From an optimization exercise on the open Yosys and OpenROAD flow, aimed at a short achievable clock period and few clock cycles; shortcuts taken in it are not production practice.
Only simulation tests tie the RTL to the original design; equivalence was not proved.
Power and IR drop assume default switching activity.

[design/flow/design.v]
module ks_add #(parameter W = 32, parameter L = 5) (
  input  [W-1:0] a, b,
  input  ci,
  output [W-1:0] s,
  output co);
  wire [W-1:0] p0 = a ^ b;
  wire [W-1:0] g0 = a & b;
  wire [W-1:0] gg [0:L];
  wire [W-1:0] pp [0:L];
  assign gg[0] = {g0[W-1:1], g0[0] | (p0[0] & ci)};
  assign pp[0] = p0;
  genvar i, k;
  generate
    for (k = 0; k < L; k = k + 1) begin : lvl
      for (i = 0; i < W; i = i + 1) begin : bt
        if (i >= (1 << k)) begin : c
          assign gg[k+1][i] = gg[k][i] | (pp[k][i] & gg[k][i-(1<<k)]);
          assign pp[k+1][i] = pp[k][i] & pp[k][i-(1<<k)];
        end else begin : n
          assign gg[k+1][i] = gg[k][i];
          assign pp[k+1][i] = pp[k][i];
        end
      end
    end
  endgenerate
  assign s  = p0 ^ {gg[L][W-2:0], ci};
  assign co = gg[L][W-1];
endmodule
module alu (
  input [32-1:0] a, b, addb,
  input ci, sra,
  input s_add, s_slt, s_sltu, s_xor, s_or, s_and, s_sll, s_sr, s_b,
  output [32-1:0] y,
  output [32-1:0] sum);
  wire co;
  ks_add #(32) add (.a(a), .b(addb), .ci(ci), .s(sum), .co(co));
  wire ltu = ~co;
  wire lt  = (a[31] ^ b[31]) ? a[31] : sum[31];
  wire [4:0] shamt = b[4:0];
  wire [31:0] shl = a << shamt;
  wire [32:0] sre = $signed({sra & a[31], a}) >>> shamt;
  assign y = ({32{s_add}}  & sum)
           | ({32{s_slt}}  & {31'b0, lt})
           | ({32{s_sltu}} & {31'b0, ltu})
           | ({32{s_xor}}  & (a ^ b))
           | ({32{s_or}}   & (a | b))
           | ({32{s_and}}  & (a & b))
           | ({32{s_sll}}  & shl)
           | ({32{s_sr}}   & sre[31:0])
           | ({32{s_b}}    & b);
endmodule
module rfile (
 input clk,
 input [5-1:0] a1, a2, a3,
 output [32-1:0] rd1, rd2,
 input [32-1:0] wd3,
 input we3);
	reg [32-1:0] rf[1:32-1];
	assign rd1 = (a1 == 0) ? 0 : rf[a1];
	assign rd2 = (a2 == 0) ? 0 : rf[a2];
	always @(posedge clk)
		if (we3 && a3 != 0) rf[a3] <= wd3;
endmodule
module rv32i (
    input clk,
    rst_n,
    input [32-1:0] instr,
    input [32-1:0] readdata,
    output reg [32-1:0] pc,
    output [32-1:0] adrdata,
    output [32-1:0] writedata,
    output we,
    output ecall
);
  localparam BH = 6;   
  wire stallD;   
  wire misE;   
  reg [31:0] redirE_pc;
  wire [31:0] pcp4F;
  ks_add #(32) pcinc (.a(pc), .b(32'd4), .ci(1'b0), .s(pcp4F), .co());
  wire [12:0] immBF = {instr[31], instr[7], instr[30:25], instr[11:8], 1'b0};
  wire [18:0] up0 = pcp4F[31:13];
  wire [18:0] up1 = up0 + 19'd1;
  wire [18:0] upm = up0 - 19'd1;
  wire [12:0] lo;
  wire c13;
  ks_add #(13, 4) tadd (.a(pcp4F[12:0]), .b(immBF), .ci(1'b0), .s(lo), .co(c13));
  wire [18:0] hi = immBF[12] ? (c13 ? up0 : upm) : (c13 ? up1 : up0);
  wire [31:0] tgtF = {hi, lo};
  reg [1:0] bht[0:(1<<BH)-1];
  wire isBrF = (instr[6:0] == 7'b1100011);
  wire bhtF = bht[pc[BH+1:2]][1];
  wire predF = isBrF & bhtF;
  always @(posedge clk or negedge rst_n) begin
    if (!rst_n) pc <= 0;
    else if (misE) pc <= redirE_pc;
    else if (stallD) pc <= pc;
    else if (predF) pc <= tgtF;
    else pc <= pcp4F;
  end
  reg [31:0] instrD, pcp4D, tgtD;
  reg [BH-1:0] bidxD;
  reg validD, predD;
  always @(posedge clk or negedge rst_n) begin
    if (!rst_n) validD <= 1'b0;
    else if (misE) validD <= 1'b0;
    else if (!stallD) validD <= 1'b1;
  end
  always @(posedge clk) begin
    if (!stallD) begin
      instrD <= instr;
      pcp4D <= pcp4F;
      tgtD <= tgtF;
      bidxD <= pc[BH+1:2];
      predD <= predF;
    end
  end
  wire [6:0] opD = instrD[6:0];
  wire [4:0] rdD = instrD[11:7];
  wire [2:0] f3D = instrD[14:12];
  wire [4:0] rs1D = instrD[19:15];
  wire [4:0] rs2D = instrD[24:20];
  wire f7bD = instrD[30];
  wire isR = (opD == 7'b0110011);
  wire isI = (opD == 7'b0010011);
  wire isRI = isR | isI;
  wire isLd = (opD == 7'b0000011) & (f3D == 3'b010);
  wire isSt = (opD == 7'b0100011) & (f3D == 3'b010);
  wire isBr = (opD == 7'b1100011);
  wire isLui = (opD == 7'b0110111);
  wire isEc = (opD == 7'b1110011) & (f3D == 3'b000);
  wire [31:0] immI = {{20{instrD[31]}}, instrD[31:20]};
  wire [31:0] immS = {{20{instrD[31]}}, instrD[31:25], instrD[11:7]};
  wire [31:0] immU = {instrD[31:12], 12'b0};
  wire [31:0] immD = isSt ? immS : isLui ? immU : immI;
  wire k0D = ({instrD[31:25], instrD[11:8], instrD[7]} == 12'd0);   
  wire rweD = (isRI | isLd | isLui) & (rdD != 0);
  wire useRs1 = isRI | isLd | isSt | isBr;
  wire useRs2 = isR | isSt | isBr;
  wire useImm = isI | isLd | isSt | isLui;
  wire subD = (isR & f7bD & (f3D == 3'b000)) | (isRI & (f3D[2:1] == 2'b01));
  wire s_addD = (isRI & (f3D == 3'b000)) | isLd | isSt;
  wire s_sltD = isRI & (f3D == 3'b010);
  wire s_sltuD = isRI & (f3D == 3'b011);
  wire s_xorD = isRI & (f3D == 3'b100);
  wire s_orD = isRI & (f3D == 3'b110);
  wire s_andD = isRI & (f3D == 3'b111);
  wire s_sllD = isRI & (f3D == 3'b001);
  wire s_srD = isRI & (f3D == 3'b101);
  wire sraD = isR & f7bD;
  wire f3okD = (f3D[2:1] != 2'b01);
  wire selEqD = isBr & (f3D[2:1] == 2'b00);
  wire selLtD = isBr & (f3D[2:1] == 2'b10);
  wire selLtuD = isBr & (f3D[2:1] == 2'b11);
  wire negD = f3okD & f3D[0];
  reg [31:0] resultM, resultMn, wdataW;
  reg [4:0] rdM, rdW;
  reg rweM, lwM, rweW;
  wire [31:0] rf1, rf2;
  rfile rfile_1 (
      .clk(clk),
      .a1 (rs1D),
      .rd1(rf1),
      .a2 (rs2D),
      .rd2(rf2),
      .a3 (rdW),
      .wd3(wdataW),
      .we3(rweW)
  );
  wire hitM1 = rweM & (rdM == rs1D);
  wire hitM2 = rweM & (rdM == rs2D);
  wire hitW1 = rweW & (rdW == rs1D);
  wire hitW2 = rweW & (rdW == rs2D);
  wire [31:0] r1 = hitM1 ? resultM : hitW1 ? wdataW : rf1;
  wire [31:0] r2 = hitM2 ? resultM : hitW2 ? wdataW : rf2;
  wire [31:0] regA = (hitM1 & lwM) ? readdata : r1;
  wire [31:0] regB = (hitM2 & lwM) ? readdata : r2;
  wire [31:0] opBD = useImm ? immD : regB;
  reg validE, rweE, lwE, stE, memE;
  reg [4:0] rdE;
  assign stallD = validD & lwE & ((useRs1 & (rs1D == rdE)) | (useRs2 & (rs2D == rdE)));
  wire advD = validD & !stallD & !misE;
  reg [31:0] opAE, opAnE, opBE, opBxE, opStE, immE;
  reg fwdAE, fwdBE, fwdStE, subE, sraE;
  reg s_addE, s_sltE, s_sltuE, s_xorE, s_orE, s_andE, s_sllE, s_srE, s_bE;
  reg brkE, selEqE, selLtE, selLtuE, invE, negE;
  reg [BH-1:0] bidxE;
  reg ecallR;
  always @(posedge clk or negedge rst_n) begin
    if (!rst_n) begin
      validE <= 1'b0;
      rweE <= 1'b0;
      lwE <= 1'b0;
      stE <= 1'b0;
      memE <= 1'b0;
      brkE <= 1'b0;
      ecallR <= 1'b0;
    end else begin
      validE <= advD;
      rweE <= advD & rweD;
      lwE <= advD & isLd;
      stE <= advD & isSt;
      memE <= advD & (isLd | isSt);
      brkE <= advD & isBr & !k0D;
      ecallR <= advD & isEc;
    end
  end
  always @(posedge clk) begin
    rdE <= rdD;
    opAE <= regA;
    opAnE <= ~regA;
    opBE <= opBD;
    opBxE <= subD ? ~opBD : opBD;
    opStE <= regB;
    fwdAE <= rweE & (rdE == rs1D);
    fwdBE <= rweE & (rdE == rs2D) & !useImm;
    fwdStE <= rweE & (rdE == rs2D);
    subE <= subD;
    sraE <= sraD;
    s_addE <= s_addD;
    s_sltE <= s_sltD;
    s_sltuE <= s_sltuD;
    s_xorE <= s_xorD;
    s_orE <= s_orD;
    s_andE <= s_andD;
    s_sllE <= s_sllD;
    s_srE <= s_srD;
    s_bE <= isLui;
    selEqE <= selEqD;
    selLtE <= selLtD;
    selLtuE <= selLtuD;
    invE <= negD ^ predD;
    negE <= negD;
    bidxE <= bidxD;
    redirE_pc <= predD ? pcp4D : tgtD;
  end
  wire [31:0] srcA = fwdAE ? resultM : opAE;
  wire [31:0] srcAn = fwdAE ? resultMn : opAnE;
  wire [31:0] srcB = fwdBE ? resultM : opBE;
  wire [31:0] addB = fwdBE ? (subE ? resultMn : resultM) : opBxE;
  wire [31:0] stdE = fwdStE ? resultM : opStE;
  wire [31:0] aluY, sumE;
  alu alu_1 (
      .a(srcA),
      .b(srcB),
      .addb(addB),
      .ci(subE),
      .sra(sraE),
      .s_add(s_addE),
      .s_slt(s_sltE),
      .s_sltu(s_sltuE),
      .s_xor(s_xorE),
      .s_or(s_orE),
      .s_and(s_andE),
      .s_sll(s_sllE),
      .s_sr(s_srE),
      .s_b(s_bE),
      .y(aluY),
      .sum(sumE)
  );
  wire cmpCo;
  ks_add #(32) cmp (.a(srcAn), .b(srcB), .ci(1'b0), .s(), .co(cmpCo));
  wire eqB = &(srcAn ^ srcB);
  wire ltuB = cmpCo;
  wire ltB = (srcAn[31] ^ srcB[31]) ? cmpCo : ~srcAn[31];   
  wire condE = (selEqE & eqB) | (selLtE & ltB) | (selLtuE & ltuB);
  assign misE = brkE & (condE ^ invE);
  wire takenE = condE ^ negE;
  reg updV, updT;
  reg [BH-1:0] updIdx;
  always @(posedge clk or negedge rst_n) begin
    if (!rst_n) updV <= 1'b0;
    else updV <= brkE;
  end
  always @(posedge clk) begin
    updT <= takenE;
    updIdx <= bidxE;
  end
  wire [1:0] ucnt = bht[updIdx];
  integer i;
  always @(posedge clk or negedge rst_n) begin
    if (!rst_n) begin
      for (i = 0; i < (1 << BH); i = i + 1) bht[i] <= 2'b10;
    end else if (updV) begin
      if (updT & (ucnt != 2'b11)) bht[updIdx] <= ucnt + 2'b01;
      else if (!updT & (ucnt != 2'b00)) bht[updIdx] <= ucnt - 2'b01;
    end
  end
  reg [31:0] adrM, wdM;
  reg weM;
  always @(posedge clk or negedge rst_n) begin
    if (!rst_n) begin
      rweM <= 1'b0;
      lwM <= 1'b0;
      weM <= 1'b0;
    end else begin
      rweM <= rweE;
      lwM <= lwE;
      weM <= stE;
    end
  end
  always @(posedge clk) begin
    resultM <= aluY;
    resultMn <= ~aluY;
    rdM <= rdE;
    if (memE) adrM <= sumE;
    if (stE) wdM <= stdE;
  end
  always @(posedge clk or negedge rst_n) begin
    if (!rst_n) rweW <= 1'b0;
    else rweW <= rweM;
  end
  always @(posedge clk) begin
    wdataW <= lwM ? readdata : resultM;
    rdW <= rdM;
  end
  assign adrdata = adrM;
  assign writedata = wdM;
  assign we = weM;
  assign ecall = ecallR;
endmodule
[design/flow/flow/run.sh]
#!/bin/bash
set -euo pipefail
MARGIN=${REPAIR_MARGIN:-8.0}
bash standard.sh SETUP_SLACK_MARGIN=$MARGIN finish > flow_make.log 2>&1
[design/flow/constraint.sdc]
create_clock -name core_clock -period 11.5 [get_ports {clk}]
set_input_delay 2.3000 -clock core_clock [delete_from_list [all_inputs] [get_ports {clk}]]
set_output_delay 2.3000 -clock core_clock [all_outputs]
set_load 0.01 [all_outputs]
[design/flow/standard.sh]
#!/bin/bash
# synth_recipe.tcl (not shown) runs the flow's synth.tcl, then flattens the netlist and writes it again
# the make line also repeats each setting of config.mk as NAME=value (left out here)
make -C /OpenROAD-flow-scripts/flow DESIGN_CONFIG=/design/flow/config.mk WORK_HOME=/design/flow/orfs CLKGATE_MAP_FILE= SYNTH_SCRIPT=/design/flow/synth_recipe.tcl "${@:-finish}"
[design/flow/config.mk]
export PLATFORM = sky130hd
export DESIGN_NAME = rv32i
export DESIGN_NICKNAME = rv32i
export VERILOG_FILES = /design/flow/design.v
export SDC_FILE = /design/flow/constraint.sdc
export NUM_CORES = 4
export LEC_CHECK = 0
export ABC_CLOCK_PERIOD_IN_PS = 2500
export CAP_MARGIN = 40
export CORE_MARGIN = 2
export CORE_UTILIZATION = 40
export SETUP_SLACK_MARGIN = 5
export SLEW_MARGIN = 40
==> impl_metrics.toml, run 1 <==
[status]
outcome = "finished clean"

[synth]
synthArstFlopShare_pct = 10.3
yosysSeqAreaShare_pct = 54.7
yosys.area_share.simple_pct = 6.18
yosys.area_share.xor_xnor_pct = 1.46
synth_area_um2 = 84200
yosysTopAreaCell = "edfxtp_1"
synth_top_family_by_area = "multiplexers"
ys.flop_type = "edfxtp_1"
synth-seq-cells = 1675
synthAdderAreaFrac_pct = 2.26
synth_warnings = 5
postSynthCellCount = 6056
muxShareOfSynthArea_pct = 22.8
netlist.area_leader.share_pct = 41.3
synth.area.top_cells = "edfxtp_1, mux4_2, dfxtp_1"
synth_compound_area_share_pct = 9.38
synth.avg_cell_area_um2 = 13.9
synth_edf_count = 1158
ys_types = 111

[finish]
fin_nets = 6696
fill_cells = 17600
final_area_um2 = 104000
drive_gt1_share_pct = 36.2
final_cell_mix = "edfxtp_1, mux4_2, buf_4"
fin_util_pct = 49.6
synthToLayoutAreaGrowth_pct = 23.4
final_common_cell = "edfxtp_1"

[setup_path]
cp.arrival_ps = 5000
slowest_stage = "or4_4"
r2r_slack_ps = 7360
timing.rr.start = "pc[5]"
crit_chain = "dlygate4sd2_1 > ha_4 > a21oi_2 > nand4b_1 > nand3_4 > buf_4 > a41o_4 > and2_4 > o21ai_2 > or4_4 > a211o_1 > nand3_1"
critPathMaxFanout = 5
path_class = "in2reg"
rr_endpoint = "pc[20]"
slowest_delay_ps = 530
crit_path_end = "pc[20]"
path_buf_inv = 2
crit_start = "instr[10]"
crit_required_ps = 12240
r2r_cells = 14
cp-end-kind = "register"
cp_num_cells = 12
crit_family = "simple AND/OR/NAND/NOR gates"
cp-start-kind = "primary input"

[timing]
relSlewSlack_pct = 31.9
max_freq_mhz = 235
setup_viol = 0
hold_viol_final = 0
clock_skew_ps = 62.3
rsz0062_at_grt = "true"
timing.final.max_slew_violations = 0
finalCritPeriodShare_pct = 37.0
worst_pin_slew_ps = 1010
fin_crit_ps = 4260
setup_tns_ps = 0

[die]
die_h_um = 463
core_um2 = 209000
io_pins = 164
die_x_um = 463
fp-row-count = 168
fp.dieArea_um2 = 214000
start_util_pct = 40.2

[routing]
via_per_inst = 6.33
drc_errors = 0
via_count = 59800
drtAntennaViolNets = 0
initialDrtViolationCount = 7404
wirelength_um = 307000
wl_per_cell_um = 32.5
firstDrtPassIters = 8

[placed_design]
place_hpwl_um = 185000
port_buffers = 163
globalplace.congestion = 0.963
postPlaceCellArea_um2 = 89700

[power_and_ir_drop]
p_comb_share_pct = 24.1
total_power_mw = 17.1
p_int_mw = 12.0
powerDensity_nw_per_um2 = 165
power_frac_seq_pct = 40.3
leakage_nw = 36.3
power.share.clock_pct = 35.6
switching_share_pct = 30.1
peakVddDrop_uv = 155
p_switching_mw = 5.14

[clocking]
clockBufferDepth = 3
clkTransAtPathRegs_ps = 60
root_buffer = "clkbuf_16"
clkSinkCount = 1675
htreeDepth = 4
cts_tree = "done"
postCtsHoldBufs = 0
clk_latency_ps = 870
numCtsBuffers = 181

[global_routing]
grt_pass1_vias = 58200
grt_max_degree = 94
antenna_found_initial = 21
groute.usage.overall_pct = 27.4
grt_pass1_wl_um = 429000
gr-total-overflow = 0

[worst_hold_path]
hold_path_class = "reg2reg"

[run]
drv_cap = 0
-- repair_timing --
action | in CTS | in global routing
resized for setup | 1034 | 232
pin swaps | 136 | 121
setup buffers | 221 | 115
cloned | 53 | 18
setup endpoints to repair | 583 | 466
-- registers in the layout, indices dropped and copies added, names as in the netlist, 31 cells and up, named ones only --
signal / flops
resultM: 32
opAnE: 32
pcp4D: 32
adrM: 32
wdM: 32
opBE: 32
wdataW: 32
pc: 32
instrD: 32
opStE: 32
tgtD: 31
bht: 128
rfile_1.rf: 992
opAE: 32
resultMn: 32
opBxE: 32
redirE_pc: 32
-- synthesized netlist by cell type (31+ instances only) --
| cell | number |
|---|---|
| nor3_1 | 55 |
| buf_4 | 31 |
| nand2_1 | 308 |
| edfxtp_1 | 1158 |
| o21ai_0 | 212 |
| nand4_1 | 34 |
| a21o_1 | 77 |
| nor2b_1 | 34 |
| a221oi_1 | 42 |
| a21boi_0 | 34 |
| nand3_1 | 84 |
| inv_1 | 163 |
| a21oi_1 | 275 |
| dfxtp_1 | 345 |
| ha_1 | 146 |
| xnor2_1 | 101 |
| a211oi_1 | 134 |
| clkbuf_1 | 302 |
| buf_2 | 44 |
| dfrtp_1 | 108 |
| buf_1 | 89 |
| xor2_1 | 36 |
| mux2_2 | 305 |
| nor2_1 | 360 |
| mux4_2 | 550 |
| a221o_1 | 50 |
| mux2i_1 | 335 |
| dfstp_2 | 64 |
| o211ai_1 | 66 |
-- layer usage --
metal	part of all wire (%)	up-vias	GRT usage (%)	wire length [um]
li1	-	24800	-	-
met1	39	30800	36.9	120000
met2	45	3356	42.7	140000
met3	9.3	806	5.07	28400
met4	6.2	12	13.6	19000
met5	0.022	-	0	68
-- power groups by stage --
stage	logic [mW]	clock network, mW	registers, mW
finish	4.12	6.10	6.89
global route	4.26	6.41	6.90
CTS	3.62	6.17	6.87
detailed placement	2.84	0	7.02
global placement	2.77	0	7.02
floorplan	1.96	0	6.90
-- stage by stage --
step,hold slack [ps],setup slack (ps),instances
detailed placement,312,5430,8694
finish,324,7240,9448
floorplan,310,6810,6056
global route,328,7260,9445
CTS,327,7360,9304
global placement,310,5410,8676
-- cell type report --
cell class | count | area [um^2] | area share, %
antenna | 9 | 22.5 | 0.0217
clock inverter | 105 | 1370 | 1.32
timing repair buffer | 708 | 8070 | 7.77
sequential | 1675 | 46200 | 44.5
multi-input combinational | 3739 | 39100 | 37.6
clock buffer | 231 | 4860 | 4.68
timing repair inverter | 5 | 98.8 | 0.0951
inverter | 171 | 717 | 0.690
tap | 2805 | 3510 | 3.38
-- worst min-delay path by stage --
stage	startpoint	end	cells past startpoint
3_5_place_dp	bidxE[0]	updIdx[0]	0
4_1_cts	bidxE[0]	updIdx[0]	0
2_1_floorplan	bidxE[0]	updIdx[0]	0
5_1_grt	bidxE[0]	updIdx[0]	0
3_3_place_gp	bidxE[0]	updIdx[0]	0
6_report	bidxE[2]	updIdx[2]	0
-- logic make-up after synthesis --
logic type,count (synthesis)
xor+xnor,138
fa+ha+maj,151
buf+inv,653
simple gates,1092
mux,1190
compound gates,1157
flops,1675
Testbench counts, summed over its fixed seeds: cycles 244,131.
==> inputs of run 2 (changes only) <==
--- a/design/flow/design.v
+++ b/design/flow/design.v
@@ -86,16 +86,18 @@
   wire c13;
   ks_add #(13, 4) tadd (.a(pcp4F[12:0]), .b(immBF), .ci(1'b0), .s(lo), .co(c13));
-  wire [18:0] hi = immBF[12] ? (c13 ? up0 : upm) : (c13 ? up1 : up0);
-  wire [31:0] tgtF = {hi, lo};
   reg [1:0] bht[0:(1<<BH)-1];
   wire isBrF = (instr[6:0] == 7'b1100011);
   wire bhtF = bht[pc[BH+1:2]][1];
   wire predF = isBrF & bhtF;
+  wire selUp1 = predF & !immBF[12] & c13;
+  wire selUpm = predF & immBF[12] & !c13;
+  wire [18:0] hi = selUp1 ? up1 : selUpm ? upm : up0;
+  wire [18:0] tgtHi = immBF[12] ? (c13 ? up0 : upm) : (c13 ? up1 : up0);
+  wire [31:0] tgtF = {tgtHi, lo};
+  wire [31:0] nextF = {hi, predF ? lo : pcp4F[12:0]};
   always @(posedge clk or negedge rst_n) begin
     if (!rst_n) pc <= 0;
     else if (misE) pc <= redirE_pc;
-    else if (stallD) pc <= pc;
-    else if (predF) pc <= tgtF;
-    else pc <= pcp4F;
+    else if (!stallD) pc <= nextF;
   end
   reg [31:0] instrD, pcp4D, tgtD;
@@ -154,5 +156,5 @@
   wire selLtuD = isBr & (f3D[2:1] == 2'b11);
   wire negD = f3okD & f3D[0];
-  reg [31:0] resultM, resultMn, wdataW;
+  reg [31:0] resultM, wdataW;
   reg [4:0] rdM, rdW;
   reg rweM, lwM, rweW;
@@ -181,6 +183,6 @@
   assign stallD = validD & lwE & ((useRs1 & (rs1D == rdE)) | (useRs2 & (rs2D == rdE)));
   wire advD = validD & !stallD & !misE;
-  reg [31:0] opAE, opAnE, opBE, opBxE, opStE, immE;
-  reg fwdAE, fwdBE, fwdStE, subE, sraE;
+  reg [31:0] opAE, opAnE, opBE, opBxE, opStE;
+  reg subE, sraE;
   reg s_addE, s_sltE, s_sltuE, s_xorE, s_orE, s_andE, s_sllE, s_srE, s_bE;
   reg brkE, selEqE, selLtE, selLtuE, invE, negE;
@@ -206,14 +208,17 @@
     end
   end
+  wire [31:0] aluY, sumE;
+  wire fwdA = rweE & (rdE == rs1D);
+  wire fwdB = rweE & (rdE == rs2D) & !useImm;
+  wire fwdSt = rweE & (rdE == rs2D);
+  wire [31:0] aluYx = subD ? ~aluY : aluY;
+  wire [31:0] opBDx = subD ? ~opBD : opBD;
   always @(posedge clk) begin
     rdE <= rdD;
-    opAE <= regA;
-    opAnE <= ~regA;
-    opBE <= opBD;
-    opBxE <= subD ? ~opBD : opBD;
-    opStE <= regB;
-    fwdAE <= rweE & (rdE == rs1D);
-    fwdBE <= rweE & (rdE == rs2D) & !useImm;
-    fwdStE <= rweE & (rdE == rs2D);
+    opAE <= fwdA ? aluY : regA;
+    opAnE <= fwdA ? ~aluY : ~regA;
+    opBE <= fwdB ? aluY : opBD;
+    opBxE <= fwdB ? aluYx : opBDx;
+    opStE <= fwdSt ? aluY : regB;
     subE <= subD;
     sraE <= sraD;
@@ -235,10 +240,9 @@
     redirE_pc <= predD ? pcp4D : tgtD;
   end
-  wire [31:0] srcA = fwdAE ? resultM : opAE;
-  wire [31:0] srcAn = fwdAE ? resultMn : opAnE;
-  wire [31:0] srcB = fwdBE ? resultM : opBE;
-  wire [31:0] addB = fwdBE ? (subE ? resultMn : resultM) : opBxE;
-  wire [31:0] stdE = fwdStE ? resultM : opStE;
-  wire [31:0] aluY, sumE;
+  wire [31:0] srcA = opAE;
+  wire [31:0] srcAn = opAnE;
+  wire [31:0] srcB = opBE;
+  wire [31:0] addB = opBxE;
+  wire [31:0] stdE = opStE;
   alu alu_1 (
       .a(srcA),
@@ -302,5 +306,4 @@
   always @(posedge clk) begin
     resultM <= aluY;
-    resultMn <= ~aluY;
     rdM <= rdE;
     if (memE) adrM <= sumE;
==> impl_metrics.toml, run 2 <==
[status]
outcome = "finished clean"

[global_routing]
grt_pass1_wl_um = 413000
antenna_found_initial = 12
gr-total-overflow = 0
grt_pass1_vias = 56300
groute.usage.overall_pct = 26.9
grt_max_degree = 73

[routing]
firstDrtPassIters = 6
wirelength_um = 291000
initialDrtViolationCount = 7586
via_per_inst = 6.42
via_count = 57900
drc_errors = 0
wl_per_cell_um = 32.3
drtAntennaViolNets = 0

[synth]
synth.cells.most_frequent = "edfxtp_1, mux4_2, nor2_1, clkbuf_1, nand2_1"
synth.avg_cell_area_um2 = 14.1
synthMostInstantiatedCell = "edfxtp_1"
synth_edf_count = 1158
synth-seq-cells = 1640
synthArstFlopShare_pct = 10.5
yosysTopAreaCell = "edfxtp_1"
synth_area_um2 = 82700
yosysSeqAreaShare_pct = 54.9
synth.area.top_cells = "edfxtp_1, mux4_2, dfxtp_1"
postSynthCellCount = 5876
ys_types = 96
synth_warnings = 5
netlist.area_leader.share_pct = 42.0
ys.flop_type = "edfxtp_1"

[worst_hold_path]
hold_path_class = "reg2reg"
hold_start = "bidxE[0]"
hold_path_depth = 0
holdPathEnd = "updIdx[0]"

[setup_path]
rr_endpoint = "pc[22]"
cp-end-kind = "register"
crit_required_ps = 12210
critPathMaxFanout = 4
cp-start-kind = "primary input"
path_class = "in2reg"
timing.rr.start = "pc[3]"
cp.arrival_ps = 4930
r2r_slack_ps = 7440
r2r_cells = 18

[timing]
relSlewSlack_pct = 22.2
setup_viol = 0
finalCritPeriodShare_pct = 36.7
timing.final.max_slew_violations = 0
worst_pin_slew_ps = 1160
clock_skew_ps = 59.4
max_freq_mhz = 237
hold_viol_final = 0
fin_crit_ps = 4220
setup_tns_ps = 0
rsz0062_at_grt = "true"

[die]
die_h_um = 459
die_x_um = 459
core_um2 = 205000
io_pins = 164
fp-row-count = 166
start_util_pct = 40.3
fp.dieArea_um2 = 210000

[clocking]
clockBufferDepth = 3
cts_tree = "done"
postCtsHoldBufs = 0
clkTransAtPathRegs_ps = 60
numCtsBuffers = 174
clkSinkCount = 1640
root_buffer = "clkbuf_16"
clk_latency_ps = 860
htreeDepth = 4

[finish]
reg.largest.list = "rfile_1.rf x992, bht x128"
final_common_cell = "edfxtp_1"
fin_nets = 6405
drive_gt1_share_pct = 35.5
final_cell_count_no_fill = 9024
regArea_um2 = 45500
fill_cells = 17100
largest_reg_flops = 992
synthToLayoutAreaGrowth_pct = 21.1
final_cell_mix = "edfxtp_1, mux4_2, nor2_1"
multiInputGateArea_um2 = 37800
regMostFlops = "rfile_1.rf"

[placed_design]
place_hpwl_um = 176000
place_inst = 8385
port_buffers = 163
globalplace.congestion = 0.944

[run]
drv_cap = 0

[power_and_ir_drop]
powerDensity_nw_per_um2 = 170
peakVddDrop_uv = 175
leakage_nw = 34.8
-- run 2: cell type report --
class,count,area share (%)
Sequential cell,1640,45.5
Antenna cell,5,0.0125
Inverter,168,0.662
Timing Repair Buffer,614,6.83
Multi-Input combinational cell,3589,37.8
Clock inverter,85,1.04
Clock buffer,232,4.77
Timing Repair inverter,3,0.0300
Tap cell,2688,3.36
-- run 2: per-stage QoR --
step	instance area [um^2]	setup slack [ps]	power (mW)	hold slack (ps)	util, %
floorplan	82900	6700	8.74	310	-
global placement	87200	5320	9.70	315	42.6
detailed placement	87600	5330	9.73	316	42.7
CTS	97700	7300	16.6	328	47.7
global route	100000	7190	17.5	330	48.8
finish	100000	7280	17.0	323	48.8
-- run 2: per-layer routing --
metal  vias up  track usage (%)  routed length [um]
li1      23900                -                   -
met1     29900             36.9              116000
met2      3373             41.3              131000
met3       732             5.05               27500
met4         6             13.0               17100
met5         -                0                  50
-- run 2: cells by family after synthesis --
kind of cell	count (synthesis)	share of synthesized area [%]
simple gates	1202	7.18
mux	1033	22.2
compound gates	1062	8.79
fa+ha+maj	149	2.28
flops	1640	54.9
xor+xnor	142	1.50
buf+inv	648	3.15
-- run 2: critical path, cell delays in order --
cell	delay, ps
buf_12	120
ha_4	170
fa_2	370
a21o_1	190
nand4_1	90
nand4_1	100
buf_6	150
a221oi_4	350
buf_4	180
buf_6	80
nand3b_1	80
a2bb2oi_2	170
or3_1	310
a31oi_1	170
a21oi_1	80
-- run 2: how the worst max path moves through the flow --
| stage | startpoint | slack [ps] | depth (start not counted) | to |
|---|---|---|---|---|
| 6_report | instr[8] | 7280 | 15 | pc[22] |
| 5_1_grt | instr[8] | 7190 | 14 | pc[18] |
| 4_1_cts | instr[8] | 7300 | 13 | pc[30] |
| 3_5_place_dp | instr[8] | 5330 | 12 | pc[30] |
| 3_3_place_gp | instr[8] | 5320 | 12 | pc[30] |
| 2_1_floorplan | instr[8] | 6700 | 11 | pc[30] |
-- run 2: power breakdown --
| part | total, mW | internal (mW) | switching, mW |
|---|---|---|---|
| Sequential | 6.84 | 6.59 | 0.251 |
| Clock | 5.77 | 3.32 | 2.46 |
| Combinational | 4.38 | 1.94 | 2.44 |
-- run 2: what timing repair did --
item                       in CTS  in global routing
setup endpoints to repair     565                370
cloned                         38                  6
buffers inserted              184                 87
gates resized for setup       996                347
pin swaps                     111                124
Testbench counts of run 2, summed over its fixed seeds: cycles 244,131.
==> inputs of run 3 (changes only) <==
--- a/design/flow/design.v
+++ b/design/flow/design.v
@@ -77,6 +77,7 @@
   wire misE;   
   reg [31:0] redirE_pc;
-  wire [31:0] pcp4F;
-  ks_add #(32) pcinc (.a(pc), .b(32'd4), .ci(1'b0), .s(pcp4F), .co());
+  reg [31:0] pcn;
+  wire [31:0] pcq = ~pcn;
+  wire [31:0] pcp4F = pcq + 32'd4;
   wire [12:0] immBF = {instr[31], instr[7], instr[30:25], instr[11:8], 1'b0};
   wire [18:0] up0 = pcp4F[31:13];
@@ -86,18 +87,31 @@
   wire c13;
   ks_add #(13, 4) tadd (.a(pcp4F[12:0]), .b(immBF), .ci(1'b0), .s(lo), .co(c13));
+  wire [18:0] tgtHi = immBF[12] ? (c13 ? up0 : upm) : (c13 ? up1 : up0);
+  wire [31:0] tgtF = {tgtHi, lo};
   reg [1:0] bht[0:(1<<BH)-1];
   wire isBrF = (instr[6:0] == 7'b1100011);
-  wire bhtF = bht[pc[BH+1:2]][1];
+  wire bhtF = bht[pcq[BH+1:2]][1];
   wire predF = isBrF & bhtF;
-  wire selUp1 = predF & !immBF[12] & c13;
-  wire selUpm = predF & immBF[12] & !c13;
-  wire [18:0] hi = selUp1 ? up1 : selUpm ? upm : up0;
-  wire [18:0] tgtHi = immBF[12] ? (c13 ? up0 : upm) : (c13 ? up1 : up0);
-  wire [31:0] tgtF = {tgtHi, lo};
-  wire [31:0] nextF = {hi, predF ? lo : pcp4F[12:0]};
+  wire [31:0] baseF;
+  wire predTF;
+  wire [31:0] nextF;
+  pcsel_early pse (
+      .misE(misE), .stallD(stallD), .predF(predF),
+      .redir(redirE_pc), .pc(pcq), .pcp4(pcp4F),
+      .base(baseF), .pt(predTF)
+  );
+  pcsel_late psl (
+      .pt(predTF), .c13(c13), .imm12(immBF[12]),
+      .base(baseF), .lo(lo), .up1(up1), .upm(upm),
+      .nxt(nextF)
+  );
   always @(posedge clk or negedge rst_n) begin
-    if (!rst_n) pc <= 0;
-    else if (misE) pc <= redirE_pc;
-    else if (!stallD) pc <= nextF;
+    if (!rst_n) begin
+      pc <= 0;
+      pcn <= 32'hffffffff;
+    end else begin
+      pc <= nextF;
+      pcn <= ~nextF;
+    end
   end
   reg [31:0] instrD, pcp4D, tgtD;
@@ -114,5 +128,5 @@
       pcp4D <= pcp4F;
       tgtD <= tgtF;
-      bidxD <= pc[BH+1:2];
+      bidxD <= pcq[BH+1:2];
       predD <= predF;
     end
@@ -179,5 +193,5 @@
   wire [31:0] regB = (hitM2 & lwM) ? readdata : r2;
   wire [31:0] opBD = useImm ? immD : regB;
-  reg validE, rweE, lwE, stE, memE;
+  reg validE, rweE, lwE, stE;
   reg [4:0] rdE;
   assign stallD = validD & lwE & ((useRs1 & (rs1D == rdE)) | (useRs2 & (rs2D == rdE)));
@@ -195,5 +209,4 @@
       lwE <= 1'b0;
       stE <= 1'b0;
-      memE <= 1'b0;
       brkE <= 1'b0;
       ecallR <= 1'b0;
@@ -203,5 +216,4 @@
       lwE <= advD & isLd;
       stE <= advD & isSt;
-      memE <= advD & (isLd | isSt);
       brkE <= advD & isBr & !k0D;
       ecallR <= advD & isEc;
@@ -307,6 +319,6 @@
     resultM <= aluY;
     rdM <= rdE;
-    if (memE) adrM <= sumE;
-    if (stE) wdM <= stdE;
+    adrM <= sumE;
+    wdM <= stdE;
   end
   always @(posedge clk or negedge rst_n) begin
@@ -323,2 +335,21 @@
   assign ecall = ecallR;
 endmodule
+module pcsel_early (
+    input misE, stallD, predF,
+    input [31:0] redir, pc, pcp4,
+    output [31:0] base,
+    output pt);
+  assign base = misE ? redir : stallD ? pc : pcp4;
+  assign pt = predF & !misE & !stallD;
+endmodule
+module pcsel_late (
+    input pt, c13, imm12,
+    input [31:0] base,
+    input [12:0] lo,
+    input [18:0] up1, upm,
+    output [31:0] nxt);
+  wire s1 = pt & !imm12 & c13;
+  wire sm = pt & imm12 & !c13;
+  assign nxt[12:0] = pt ? lo : base[12:0];
+  assign nxt[31:13] = s1 ? up1 : sm ? upm : base[31:13];
+endmodule
==> impl_metrics.toml, run 3 <==
[timing]
fin_crit_ps = 4280
setup_viol = 0
max_freq_mhz = 234
hold_viol_final = 0
clock_skew_ps = 78.0
relSlewSlack_pct = 33.6
finalCritPeriodShare_pct = 37.2
rsz0062_at_grt = "true"
worst_pin_slew_ps = 986
setup_tns_ps = 0
fin_ws_ps = 7220
timing.final.max_slew_violations = 0

[synth]
synth.avg_cell_area_um2 = 14.1
netlist.area_leader.share_pct = 39.7
synth.area.top_cells = "edfxtp_1, mux4_2, dfxtp_1"
synthMostInstantiatedCell = "edfxtp_1"
synthArstFlopShare_pct = 12.1
ys.flop_type = "edfxtp_1"
yosysTopAreaCell = "edfxtp_1"
synth_warnings = 5
postSynthCellCount = 5876
yosysSeqAreaShare_pct = 55.1
ys_types = 106
synth-seq-cells = 1671
synth_area_um2 = 82700
synth.cells.most_frequent = "edfxtp_1, mux4_2, nor2_1, dfxtp_1, nand2_1"
synth_edf_count = 1094

[clocking]
clkSinkCount = 1671
clockBufferDepth = 3
htreeDepth = 4
numCtsBuffers = 178
postCtsHoldBufs = 0
clkTransAtPathRegs_ps = 60
root_buffer = "clkbuf_16"
clk_latency_ps = 890
cts_tree = "done"

[setup_path]
slowest_stage = "fa_2"
path_class = "in2reg"
cp-end-kind = "register"
cp-start-kind = "primary input"
critPathMaxFanout = 6
cp.arrival_ps = 4980
crit_chain = "buf_8 > ha_4 > fa_2 > a211oi_2 > nor2_2 > o211ai_1 > nand3_2 > o41ai_4 > buf_6 > xnor2_4 > and4b_4 > buf_12 > buf_6 > nor2_2 > a211o_1"
crit_required_ps = 12200
r2r_slack_ps = 7400
slowest_delay_ps = 350

[placed_design]
place_ws_ps = 5090
place_hpwl_um = 176000
postPlaceCellArea_um2 = 87900
port_buffers = 163
globalplace.congestion = 0.959

[global_routing]
gr-total-overflow = 0
grt_pass1_vias = 57200
groute.usage.overall_pct = 27.7
grt_pass1_wl_um = 421000
grt_max_degree = 74
antenna_found_initial = 4

[die]
io_pins = 164
start_util_pct = 40.3
die_x_um = 459
die_h_um = 459
core_um2 = 205000
fp-row-count = 166
fp.dieArea_um2 = 210000

[power_and_ir_drop]
total_power_mw = 16.7
leakage_nw = 35.0
peakVddDrop_uv = 161
powerDensity_nw_per_um2 = 166

[finish]
largest_reg_flops = 992
reg.largest.list = "rfile_1.rf x992, bht x128"
regMostFlops = "rfile_1.rf"
final_cell_mix = "edfxtp_1, mux4_2, nor2_1"
final_common_cell = "edfxtp_1"
synthToLayoutAreaGrowth_pct = 21.5
fin_util_pct = 49.0
drive_gt1_share_pct = 37.2
fin_nets = 6445
final_area_um2 = 100000

[status]
outcome = "finished clean"

[routing]
initialDrtViolationCount = 7754
firstDrtPassIters = 6
wl_per_cell_um = 32.8
wirelength_um = 297000
drtAntennaViolNets = 0
drc_errors = 0
via_count = 58100
via_per_inst = 6.40

[worst_hold_path]
hold_path_class = "reg2reg"

[run]
drv_cap = 0
run 3: cell count changes after synthesis, sizes merged, moves of 18 or more:
cell / change
and2: -39
buf: -18
clkbuf: -25
dfstp: +32
dfxtp: +64
edfxtp: -64
nand4: -18
nor2: +84
xnor2: +76
xor2: -34
run 3: report_power, final:
part | total, mW | leakage [nW] | internal (mW) | switching, mW
Clock | 5.81 | 2.86 | 3.24 | 2.57
Combinational | 3.88 | 17.2 | 1.73 | 2.15
Sequential | 7.01 | 14.9 | 6.72 | 0.293
run 3: kinds of logic after synthesis:
group / count (synthesis) / synth area share (%)
XOR/XNOR: 184 / 2.00
AND/OR/NAND/NOR: 1163 / 6.81
flip-flops: 1671 / 55.1
adder cells (fa/ha/maj): 151 / 2.31
AO/OA/AOI/OAI: 1056 / 8.69
buffers and inverters: 619 / 2.96
multiplexers: 1032 / 22.1
run 3: worst paths after layout:
path | startpoint | cells after the start | endpoint
worst max-delay path | instr[8] | 15 | pc[25]
worst min-delay path | bidxE[1] | 0 | updIdx[1]
worst max register to register | pcn[18] | 10 | pc[31]
worst min register to register | bidxE[1] | 0 | updIdx[1]
max in group asynchronous | rst_n | 4 | pc[23]
min in group asynchronous | rst_n | 1 | bht[29][0]
run 3: per-stage QoR:
stage	hold WS, ps	cells
2_1_floorplan	310	5876
3_3_place_gp	313	8418
3_5_place_dp	312	8433
4_1_cts	320	8991
5_1_grt	329	9068
6_report	319	9071
run 3: what timing repair did:
action | 4_1_cts | 5_1_grt
resized for setup | 1073 | 267
endpoints found under the setup margin | 582 | 391
cloned | 42 | 6
pin swaps | 126 | 92
buffers inserted | 186 | 69
run 3: critical path: cells and delay by family:
family                     cells  cell delay (ps)
and+or+nand+nor                4              580
xor gates and xnor gates       1              140
AOI/OAI and AO/OA              4              910
adders and majority gates      2              510
buffers and inverters          4              530
run 3: area by class of cell:
cell class,count,area [um^2]
tap,2688,3360
inverter,182,718
multi-input combinational,3588,37500
sequential,1671,45800
antenna,3,7.51
clock buffer,231,4800
fill,17200,105000
timing repair buffer,609,7150
clock inverter,99,1120
run 3: routing by layer:
| metal | track usage [%] | vias up | wire length, um | part of all wire, % |
|---|---|---|---|---|
| li1 | - | 23800 | - | - |
| met1 | 37.3 | 30100 | 117000 | 39 |
| met2 | 43.0 | 3421 | 136000 | 46 |
| met3 | 5.25 | 651 | 27200 | 9.1 |
| met4 | 13.6 | 2 | 16700 | 5.6 |
| met5 | 0 | - | 11 | 0.0037 |
Testbench counts of run 3, summed over its fixed seeds: cycles 244,131.
==> inputs of run 4 (changes only) <==
--- a/design/flow/config.mk
+++ b/design/flow/config.mk
@@ -12,2 +12,4 @@
 export SETUP_SLACK_MARGIN = 5
 export SLEW_MARGIN = 40
+export SYNTH_HIERARCHICAL = 1
+export SYNTH_MINIMUM_KEEP_SIZE = 0
==> impl_metrics.toml, run 4 <==
[setup_path]
cp_common_cell = "buf_6"
slowest_delay_ps = 490
cp.arrival_ps = 5410
cp-end-kind = "register"
path_buf_inv = 8
critPathMaxFanout = 3
crit_family = "compound AO/OA/AOI/OAI gates"
crit_chain = "fa_2 > buf_6 > buf_6 > buf_6 > buf_6 > a211o_1 > a21oi_4 > a211o_4 > buf_6 > a21oi_4 > buf_6 > buf_6 > or3_4 > a221oi_2 > buf_4 > mux2_4 > a32oi_2 > o2111ai_4 > a21oi_4 > o221ai_4 > nand2_1 > o21ai_2 > a21o_1 > xor2_1"
crit_required_ps = 12260
cp-start-kind = "register"
path_class = "reg2reg"
slowest_stage = "fa_2"

[power_and_ir_drop]
power_frac_seq_pct = 40.8
powerDensity_nw_per_um2 = 169
peakVddDrop_uv = 223
power.share.clock_pct = 33.9
switching_share_pct = 31.3
p_switching_mw = 5.46
leakage_nw = 36.6
p_comb_share_pct = 25.3
p_int_mw = 12.0

[timing]
max_freq_mhz = 215
hold_viol_final = 0
setup_tns_ps = 0
clock_skew_ps = 55.5
setup_viol = 0
finalCritPeriodShare_pct = 40.4
worst_pin_slew_ps = 932
relSlewSlack_pct = 36.1
fin_crit_ps = 4650
rsz0062_at_grt = "true"
fin_ws_ps = 6850
timing.final.max_slew_violations = 0

[routing]
drc_errors = 0
via_per_inst = 6.36
wirelength_um = 320000
wl_per_cell_um = 32.8
firstDrtPassIters = 9
drtAntennaViolNets = 0
initialDrtViolationCount = 8460
via_count = 62000

[run]
drv_cap = 0

[finish]
regMostFlops = "rfile_1.rf"
final_cell_mix = "edfxtp_1, mux2i_1, mux4_2"
final_common_cell = "edfxtp_1"
reg.largest.list = "rfile_1.rf x992, bht x128"
fin_nets = 7010
final_cell_count_no_fill = 9753
drive_gt1_share_pct = 33.6
synthToLayoutAreaGrowth_pct = 22.7
largest_reg_flops = 992

[clocking]
htreeDepth = 4
numCtsBuffers = 178
clockBufferDepth = 3
clkTransAtPathRegs_ps = 70
root_buffer = "clkbuf_16"
clk_latency_ps = 850
cts_tree = "done"
clkSinkCount = 1662

[die]
die_h_um = 463
start_util_pct = 40.2
core_um2 = 209000
io_pins = 164
die_x_um = 463
fp.dieArea_um2 = 214000
fp-row-count = 168

[global_routing]
gr-total-overflow = 0
antenna_found_initial = 5
use_met3_pct = 4.84
grt_pass1_vias = 60500
grt_max_degree = 77
grt_use_met1_pct = 38.1
groute.usage.overall_pct = 28.5
grt_busiest_layer = "met2"
grtUsageMet2_pct = 45.3
grt_pass1_wl_um = 446000

[placed_design]
place_hpwl_um = 189000
place_ws_ps = 5530
port_buffers = 163
globalplace.congestion = 0.974
place_inst = 9035

[synth]
postSynthCellCount = 6383
synth.avg_cell_area_um2 = 13.2
synth_warnings = 11
synth_area_um2 = 84200

[status]
outcome = "finished clean"

[worst_hold_path]
hold_path_class = "reg2reg"
==> run 4: layout make-up <==
class	count	area, um^2
clock inverter	87	962
inverter	211	848
tap	2805	3510
sequential	1662	45600
antenna	3	7.51
timing repair buffer	690	8070
multi-input combinational	4051	39300
fill	17900	106000
clock buffer	244	4990
==> run 4: what timing repair did <==
| item | in CTS | in global routing |
|---|---|---|
| gates resized for setup | 1206 | 308 |
| pin swaps | 151 | 129 |
| setup buffers | 234 | 97 |
| cloned | 36 | 16 |
| setup endpoints to repair | 505 | 499 |
| hold buffers | 0 | 0 |
==> run 4: path summary, 6_finish.rpt <==
kind	start	to	slack [ps]	cells after the start
min	opStE[2]	wdM[2]	320	0
max	subE	opBxE[0]	6850	24
max reg2reg	subE	opBxE[0]	6850	24
max in group asynchronous	rst_n	bht[39][0]	8790	2
min in group asynchronous	rst_n	weM	1430	1
min reg2reg	opStE[2]	wdM[2]	320	0
==> run 4: per-stage QoR <==
| stage | hold WS [ps] | utilization [%] | cell area (um^2) | total power, mW |
|---|---|---|---|---|
| floorplan | 310 | - | 84600 | 9.08 |
| global placement | 310 | 42.4 | 88800 | 10.3 |
| detailed placement | 312 | 42.6 | 89100 | 10.3 |
| CTS | 311 | 48.1 | 101000 | 16.9 |
| global route | 321 | 49.3 | 103000 | 17.9 |
| finish | 318 | 49.3 | 103000 | 17.4 |
==> run 4: routing by layer <==
layer  wire length [um]  part of all wire, %
met1             125000                   39
met3              29100                  9.1
met4              17200                  5.4
met2             148000                   46
met5                 20               0.0063
==> run 4: worst register-to-register path: stages (launching register included) <==
cell and delay, ps:
dfxtp_2 320, fa_2 490, buf_6 160, buf_6 100, buf_6 100, buf_6 100
a211o_1 290, a21oi_4 200, a211o_4 220, buf_6 140, a21oi_4 70, buf_6 140
buf_6 110, or3_4 380, a221oi_2 250, buf_4 200, mux2_4 170, a32oi_2 70
o2111ai_4 160, a21oi_4 80, o221ai_4 170, nand2_1 120, o21ai_2 120, a21o_1 270
xor2_1 170
==> run 4: power groups by stage <==
| stage | Combinational [mW] | Clock (mW) | Sequential [mW] |
|---|---|---|---|
| floorplan | 2.06 | 0 | 7.02 |
| global placement | 3.14 | 0 | 7.18 |
| detailed placement | 3.15 | 0 | 7.18 |
| CTS | 3.89 | 5.96 | 7.07 |
| global route | 4.58 | 6.22 | 7.12 |
| finish | 4.42 | 5.91 | 7.10 |
==> inputs of run 5 (changes only) <==
--- a/design/flow/design.v
+++ b/design/flow/design.v
@@ -27,38 +27,9 @@
   assign co = gg[L][W-1];
 endmodule
-module alu (
-  input [32-1:0] a, b, addb,
-  input ci, sra,
-  input s_add, s_slt, s_sltu, s_xor, s_or, s_and, s_sll, s_sr, s_b,
-  output [32-1:0] y,
-  output [32-1:0] sum);
-  wire co;
-  ks_add #(32) add (.a(a), .b(addb), .ci(ci), .s(sum), .co(co));
-  wire ltu = ~co;
-  wire lt  = (a[31] ^ b[31]) ? a[31] : sum[31];
-  wire [4:0] shamt = b[4:0];
-  wire [31:0] shl = a << shamt;
-  wire [32:0] sre = $signed({sra & a[31], a}) >>> shamt;
-  assign y = ({32{s_add}}  & sum)
-           | ({32{s_slt}}  & {31'b0, lt})
-           | ({32{s_sltu}} & {31'b0, ltu})
-           | ({32{s_xor}}  & (a ^ b))
-           | ({32{s_or}}   & (a | b))
-           | ({32{s_and}}  & (a & b))
-           | ({32{s_sll}}  & shl)
-           | ({32{s_sr}}   & sre[31:0])
-           | ({32{s_b}}    & b);
-endmodule
-module rfile (
- input clk,
- input [5-1:0] a1, a2, a3,
- output [32-1:0] rd1, rd2,
- input [32-1:0] wd3,
- input we3);
-	reg [32-1:0] rf[1:32-1];
-	assign rd1 = (a1 == 0) ? 0 : rf[a1];
-	assign rd2 = (a2 == 0) ? 0 : rf[a2];
-	always @(posedge clk)
-		if (we3 && a3 != 0) rf[a3] <= wd3;
+module ldsel (
+  input sel,
+  input [32-1:0] rd, other,
+  output [32-1:0] y);
+  assign y = sel ? rd : other;
 endmodule
 module rv32i (
@@ -74,4 +45,7 @@
 );
   localparam BH = 6;   
+  localparam LN = 4;   
+  localparam TB = 4;   
+  localparam OPT = 1;
   wire stallD;   
   wire misE;   
@@ -87,18 +61,18 @@
   wire c13;
   ks_add #(13, 4) tadd (.a(pcp4F[12:0]), .b(immBF), .ci(1'b0), .s(lo), .co(c13));
-  wire [18:0] tgtHi = immBF[12] ? (c13 ? up0 : upm) : (c13 ? up1 : up0);
-  wire [31:0] tgtF = {tgtHi, lo};
   reg [1:0] bht[0:(1<<BH)-1];
   wire isBrF = (instr[6:0] == 7'b1100011);
   wire bhtF = bht[pcq[BH+1:2]][1];
-  wire predF = isBrF & bhtF;
+  reg [TB-1:0] lpTrip[0:(1<<LN)-1];
+  reg [TB-1:0] lpIter[0:(1<<LN)-1];
+  reg [(1<<LN)-1:0] lpConf;
+  wire [LN-1:0] lidxF = pcq[LN+1:2];
+  wire lpExitF = lpConf[lidxF] & (lpIter[lidxF] == lpTrip[lidxF]);
+  wire predF = isBrF & bhtF & !(instr[31] & lpExitF);
   wire [31:0] baseF;
   wire predTF;
   wire [31:0] nextF;
-  pcsel_early pse (
-      .misE(misE), .stallD(stallD), .predF(predF),
-      .redir(redirE_pc), .pc(pcq), .pcp4(pcp4F),
-      .base(baseF), .pt(predTF)
-  );
+  assign baseF = misE ? redirE_pc : stallD ? pcq : pcp4F;
+  assign predTF = predF & !misE & !stallD;
   pcsel_late psl (
       .pt(predTF), .c13(c13), .imm12(immBF[12]),
@@ -115,6 +89,8 @@
     end
   end
-  reg [31:0] instrD, pcp4D, tgtD;
+  reg [31:0] instrD, pcp4D;
   reg [BH-1:0] bidxD;
+  reg [LN-1:0] lidxD, lidxE, ulIdx;
+  reg backE, updB;
   reg validD, predD;
   always @(posedge clk or negedge rst_n) begin
@@ -127,6 +103,6 @@
       instrD <= instr;
       pcp4D <= pcp4F;
-      tgtD <= tgtF;
       bidxD <= pcq[BH+1:2];
+      lidxD <= lidxF;
       predD <= predF;
     end
@@ -150,4 +126,6 @@
   wire [31:0] immU = {instrD[31:12], 12'b0};
   wire [31:0] immD = isSt ? immS : isLui ? immU : immI;
+  wire [31:0] immB = {{19{instrD[31]}}, instrD[31], instrD[7], instrD[30:25], instrD[11:8], 1'b0};
+  wire [31:0] tgtD = pcp4D + immB;
   wire k0D = ({instrD[31:25], instrD[11:8], instrD[7]} == 12'd0);   
   wire rweD = (isRI | isLd | isLui) & (rdD != 0);
@@ -173,15 +151,8 @@
   reg [4:0] rdM, rdW;
   reg rweM, lwM, rweW;
-  wire [31:0] rf1, rf2;
-  rfile rfile_1 (
-      .clk(clk),
-      .a1 (rs1D),
-      .rd1(rf1),
-      .a2 (rs2D),
-      .rd2(rf2),
-      .a3 (rdW),
-      .wd3(wdataW),
-      .we3(rweW)
-  );
+  reg [31:0] rf[1:31];
+  always @(posedge clk) if (rweW) rf[rdW] <= wdataW;
+  wire [31:0] rf1 = (rs1D == 0) ? 32'd0 : rf[rs1D];
+  wire [31:0] rf2 = (rs2D == 0) ? 32'd0 : rf[rs2D];
   wire hitM1 = rweM & (rdM == rs1D);
   wire hitM2 = rweM & (rdM == rs2D);
@@ -190,7 +161,4 @@
   wire [31:0] r1 = hitM1 ? resultM : hitW1 ? wdataW : rf1;
   wire [31:0] r2 = hitM2 ? resultM : hitW2 ? wdataW : rf2;
-  wire [31:0] regA = (hitM1 & lwM) ? readdata : r1;
-  wire [31:0] regB = (hitM2 & lwM) ? readdata : r2;
-  wire [31:0] opBD = useImm ? immD : regB;
   reg validE, rweE, lwE, stE;
   reg [4:0] rdE;
@@ -224,13 +192,24 @@
   wire fwdB = rweE & (rdE == rs2D) & !useImm;
   wire fwdSt = rweE & (rdE == rs2D);
-  wire [31:0] aluYx = subD ? ~aluY : aluY;
-  wire [31:0] opBDx = subD ? ~opBD : opBD;
+  wire selLA = hitM1 & lwM & !fwdA;
+  wire selLB = hitM2 & lwM & !fwdB & !useImm;
+  wire selLS = hitM2 & lwM & !fwdSt;
+  wire [31:0] othA = fwdA ? aluY : r1;
+  wire [31:0] othB = fwdB ? aluY : useImm ? immD : r2;
+  wire [31:0] othS = fwdSt ? aluY : r2;
+  wire [31:0] subX = {32{subD}};
+  wire [31:0] nA, nAn, nB, nBx, nS;
+  ldsel lsA (.sel(selLA), .rd(readdata), .other(othA), .y(nA));
+  ldsel lsAn (.sel(selLA), .rd(~readdata), .other(~othA), .y(nAn));
+  ldsel lsB (.sel(selLB), .rd(readdata), .other(othB), .y(nB));
+  ldsel lsBx (.sel(selLB), .rd(readdata ^ subX), .other(othB ^ subX), .y(nBx));
+  ldsel lsS (.sel(selLS), .rd(readdata), .other(othS), .y(nS));
   always @(posedge clk) begin
     rdE <= rdD;
-    opAE <= fwdA ? aluY : regA;
-    opAnE <= fwdA ? ~aluY : ~regA;
-    opBE <= fwdB ? aluY : opBD;
-    opBxE <= fwdB ? aluYx : opBDx;
-    opStE <= fwdSt ? aluY : regB;
+    opAE <= nA;
+    opAnE <= nAn;
+    opBE <= nB;
+    opBxE <= nBx;
+    opStE <= nS;
     subE <= subD;
     sraE <= sraD;
@@ -250,4 +229,6 @@
     negE <= negD;
     bidxE <= bidxD;
+    lidxE <= lidxD;
+    backE <= instrD[31];
     redirE_pc <= predD ? pcp4D : tgtD;
   end
@@ -257,24 +238,23 @@
   wire [31:0] addB = opBxE;
   wire [31:0] stdE = opStE;
-  alu alu_1 (
-      .a(srcA),
-      .b(srcB),
-      .addb(addB),
-      .ci(subE),
-      .sra(sraE),
-      .s_add(s_addE),
-      .s_slt(s_sltE),
-      .s_sltu(s_sltuE),
-      .s_xor(s_xorE),
-      .s_or(s_orE),
-      .s_and(s_andE),
-      .s_sll(s_sllE),
-      .s_sr(s_srE),
-      .s_b(s_bE),
-      .y(aluY),
-      .sum(sumE)
-  );
+  wire [32:0] addS = {1'b0, srcA} + {1'b0, addB} + {32'b0, subE};
+  assign sumE = addS[31:0];
+  wire ltuE = ~addS[32];
+  wire ltE = (srcA[31] ^ srcB[31]) ? srcA[31] : sumE[31];
+  wire [4:0] shamt = srcB[4:0];
+  wire [31:0] shl = srcA << shamt;
+  wire [32:0] sre = $signed({sraE & srcA[31], srcA}) >>> shamt;
+  assign aluY = ({32{s_addE}}  & sumE)
+              | ({32{s_sltE}}  & {31'b0, ltE})
+              | ({32{s_sltuE}} & {31'b0, ltuE})
+              | ({32{s_xorE}}  & (srcA ^ srcB))
+              | ({32{s_orE}}   & (srcA | srcB))
+              | ({32{s_andE}}  & (srcA & srcB))
+              | ({32{s_sllE}}  & shl)
+              | ({32{s_srE}}   & sre[31:0])
+              | ({32{s_bE}}    & srcB);
   wire cmpCo;
-  ks_add #(32) cmp (.a(srcAn), .b(srcB), .ci(1'b0), .s(), .co(cmpCo));
+  wire [32:0] cmpS = {1'b0, srcAn} + {1'b0, srcB};
+  assign cmpCo = cmpS[32];
   wire eqB = &(srcAn ^ srcB);
   wire ltuB = cmpCo;
@@ -292,4 +272,6 @@
     updT <= takenE;
     updIdx <= bidxE;
+    ulIdx <= lidxE;
+    updB <= backE;
   end
   wire [1:0] ucnt = bht[updIdx];
@@ -298,5 +280,20 @@
     if (!rst_n) begin
       for (i = 0; i < (1 << BH); i = i + 1) bht[i] <= 2'b10;
+      for (i = 0; i < (1 << LN); i = i + 1) begin
+        lpTrip[i] <= 0;
+        lpIter[i] <= 0;
+      end
+      lpConf <= 0;
     end else if (updV) begin
+      if (updB) begin
+        if (updT) begin
+          if (lpConf[ulIdx] & (lpIter[ulIdx] == lpTrip[ulIdx])) lpConf[ulIdx] <= 1'b0;
+          if (lpIter[ulIdx] != {TB{1'b1}}) lpIter[ulIdx] <= lpIter[ulIdx] + 1'b1;
+        end else begin
+          lpTrip[ulIdx] <= lpIter[ulIdx];
+          lpConf[ulIdx] <= OPT ? 1'b1 : (lpIter[ulIdx] == lpTrip[ulIdx]);
+          lpIter[ulIdx] <= 0;
+        end
+      end
       if (updT & (ucnt != 2'b11)) bht[updIdx] <= ucnt + 2'b01;
       else if (!updT & (ucnt != 2'b00)) bht[updIdx] <= ucnt - 2'b01;
@@ -335,12 +332,4 @@
   assign ecall = ecallR;
 endmodule
-module pcsel_early (
-    input misE, stallD, predF,
-    input [31:0] redir, pc, pcp4,
-    output [31:0] base,
-    output pt);
-  assign base = misE ? redir : stallD ? pc : pcp4;
-  assign pt = predF & !misE & !stallD;
-endmodule
 module pcsel_late (
     input pt, c13, imm12,
==> impl_metrics.toml, run 5 <==
[clocking]
root_buffer = "clkbuf_16"
clkTransAtPathRegs_ps = 60
clkSinkCount = 1786
numCtsBuffers = 188
postCtsHoldBufs = 0
clockBufferDepth = 3
clk_latency_ps = 880
cts_tree = "done"
htreeDepth = 4

[setup_path]
slowest_stage = "dfstp_4"
r2r_cells = 16
crit_path_end = "pcn[23]"
cp.arrival_ps = 5260
r2r_slack_ps = 7040
cp_num_cells = 16
crit_required_ps = 12300
critPathMaxFanout = 9
crit_chain = "clkinvlp_4 > ha_4 > buf_12 > buf_12 > inv_1 > o22ai_1 > a21o_1 > o31ai_1 > a211oi_1 > or4_4 > o31a_4 > and3_4 > nand2b_4 > o22ai_1 > a21oi_2 > inv_1"
timing.rr.start = "pcn[2]"
cp-start-kind = "register"
path_buf_inv = 5
rr_endpoint = "pcn[23]"
cp-end-kind = "register"
crit_family = "compound AO/OA/AOI/OAI gates"
crit_start = "pcn[2]"
slowest_delay_ps = 650
path_class = "reg2reg"

[power_and_ir_drop]
power_frac_seq_pct = 35.9
p_switching_mw = 7.35
total_power_mw = 20.9
peakVddDrop_uv = 186
switching_share_pct = 35.2
p_int_mw = 13.6
power.share.clock_pct = 29.9
p_comb_share_pct = 34.2
leakage_nw = 43.0
powerDensity_nw_per_um2 = 179

[routing]
via_per_inst = 6.51
drc_errors = 0
initialDrtViolationCount = 10600
via_count = 71400
firstDrtPassIters = 11
wl_per_cell_um = 32.8
wirelength_um = 360000
drtAntennaViolNets = 0

[global_routing]
gr-total-overflow = 0
groute.usage.overall_pct = 28.5
grt_use_met1_pct = 39.0
grt_pass1_wl_um = 505000
antenna_found_initial = 23
grt_busiest_layer = "met2"
use_met3_pct = 6.80
grt_pass1_vias = 68600
grtUsageMet2_pct = 42.5
grt_max_degree = 75

[timing]
relSlewSlack_pct = 35.9
hold_viol_final = 0
fin_crit_ps = 4460
finalCritPeriodShare_pct = 38.8
max_freq_mhz = 224
clock_skew_ps = 90.1
setup_tns_ps = 0
timing.final.max_slew_violations = 0
hold_slack_ps = 311
fin_ws_ps = 7040
rsz0062_at_grt = "true"
worst_pin_slew_ps = 959
setup_viol = 0

[finish]
fill_cells = 20100
synthToLayoutAreaGrowth_pct = 22.5
regArea_um2 = 48500
final_area_um2 = 117000
reg.largest.list = "rf x992, bht x128"
drive_gt1_share_pct = 36.1
final_cell_mix = "edfxtp_1, mux4_2, nor2_1"
regMostFlops = "rf"
fin_nets = 7885
final_common_cell = "edfxtp_1"
multiInputGateArea_um2 = 47800
largest_reg_flops = 992

[synth]
netlist.area_leader.share_pct = 33.6
yosysTopAreaCell = "edfxtp_1"
synthArstFlopShare_pct = 19.4
synth.cells.most_frequent = "edfxtp_1, mux4_2, nor2_1, dfxtp_1, nand2_1"
synth.avg_cell_area_um2 = 13.1
yosysSeqAreaShare_pct = 50.7
synth_warnings = 11
synth-seq-cells = 1786
synth_edf_count = 1063
synthMostInstantiatedCell = "edfxtp_1"
ys_types = 115
synth.area.top_cells = "edfxtp_1, mux4_2, dfxtp_1"
postSynthCellCount = 7249
ys.flop_type = "edfxtp_1"
synth_area_um2 = 95100

[placed_design]
place_ws_ps = 5450
place_hpwl_um = 219000
globalplace.congestion = 0.992
port_buffers = 163
postPlaceCellArea_um2 = 101000

[worst_hold_path]
hold_path_class = "reg2reg"
hold_start = "bidxD[5]"

[die]
die_h_um = 492
fp.dieArea_um2 = 242000
die_x_um = 492
start_util_pct = 40.1
core_um2 = 237000
io_pins = 164
fp-row-count = 179

[status]
outcome = "finished clean"

[run]
drv_cap = 0
[run 5: modules after synthesis (local to each module, per instance), a selection]
module / cell area (um^2) / times used / cells inside
ldsel: 544 / 5 / 36
pcsel_late: 867 / 1 / 126
rv32i: 90900 / 1 / 6854
[run 5: cell type report]
| class | count | area share (%) |
|---|---|---|
| flip-flops and latches | 1786 | 41.6 |
| diodes | 12 | 0.0258 |
| inverters | 231 | 0.773 |
| well taps | 3167 | 3.40 |
| clock buffers | 242 | 4.41 |
| clock inverters | 111 | 1.01 |
| multi-input cells | 4687 | 41.0 |
| repair buffers | 738 | 7.74 |
[run 5: routing by layer]
layer,up-vias,wire length (um)
li1,29200,-
met1,36400,140000
met2,4807,158000
met3,1018,39800
met4,12,21900
met5,-,86
[run 5: through the flow]
| stage | std cells | utilization (%) |
|---|---|---|
| 4_1_cts | 10800 | 47.8 |
| 5_1_grt | 11000 | 49.1 |
| 2_1_floorplan | 7250 | - |
| 6_report | 11000 | 49.1 |
| 3_3_place_gp | 10200 | 42.2 |
| 3_5_place_dp | 10200 | 42.4 |
[run 5: power groups by stage]
stage	logic, mW	clock network (mW)	registers (mW)
2_1_floorplan	3.49	0	7.41
3_3_place_gp	4.96	0	7.63
3_5_place_dp	5.04	0	7.62
4_1_cts	6.45	6.32	7.48
5_1_grt	7.37	6.57	7.52
6_report	7.16	6.25	7.50
[run 5: logic make-up after synthesis]
kind of cell / after synthesis / share of synthesized area [%]
and+or+nand+nor: 1431 / 7.13
adders and majority gates: 187 / 2.50
xor gates and xnor gates: 246 / 2.27
DFF: 1786 / 50.7
buffers and inverters: 794 / 3.71
muxes: 1196 / 22.1
AOI/OAI and AO/OA: 1608 / 11.6
other: 1 / 0.00394
[run 5: timing repair]
| action | 4_1_cts | 5_1_grt |
|---|---|---|
| pin swaps | 110 | 131 |
| gates resized for setup | 1194 | 321 |
| gates cloned | 68 | 20 |
| buffers inserted | 189 | 129 |
| setup endpoints to repair | 719 | 528 |
[run 5: worst min-delay path by stage]
stage | to | cells past startpoint | slack [ps]
detailed placement | updB | 0 | 310
floorplan | updIdx[0] | 0 | 310
finish | bidxE[5] | 0 | 310
global placement | updIdx[1] | 0 | 310
CTS | bidxE[5] | 0 | 300
global route | bidxE[5] | 0 | 310
Testbench counts of run 5, summed over its fixed seeds: cycles 240,711.

what the ideal ports hide:
Ports are ideal in the flow. The routed layouts listed here were re-timed in OpenROAD.
Step 1 assumes that a clkbuf_16 drives the clock port and a buf_2 every other input.
Step 2 adds t to the input delays and takes it off the output delays; t is the mean of the earliest and latest rising clock arrival at the registers after step 1. Input paths then give back, and output paths get back, about the clock's delay inside the block.
Three values: ideal ports, drivers, drivers and shift; two values: the first two.
run	t, ns	setup WS [ns]	worst register clock-pin slew, ns	worst slew at a driven data input, ns	cell pins on the clock port's net
run 1	0.930	7.242 / 7.228 / 6.298	0.07 / 0.07	0.18	1
run 2	0.925	7.282 / 7.323 / 6.398	0.07 / 0.07	0.08	1
run 3	0.940	7.224 / 7.282 / 6.343	0.07 / 0.07	0.16	1
run 4	0.920	6.850 / 6.850 / 6.441	0.07 / 0.07	0.11	1
run 5	0.943	7.038 / 7.038 / 6.230	0.07 / 0.07	0.25	1
After both steps setup and hold are still met in every run listed. The setup slack of run 1, which loses most, moves by -0.014 ns with the drivers and by -0.944 ns with both steps.
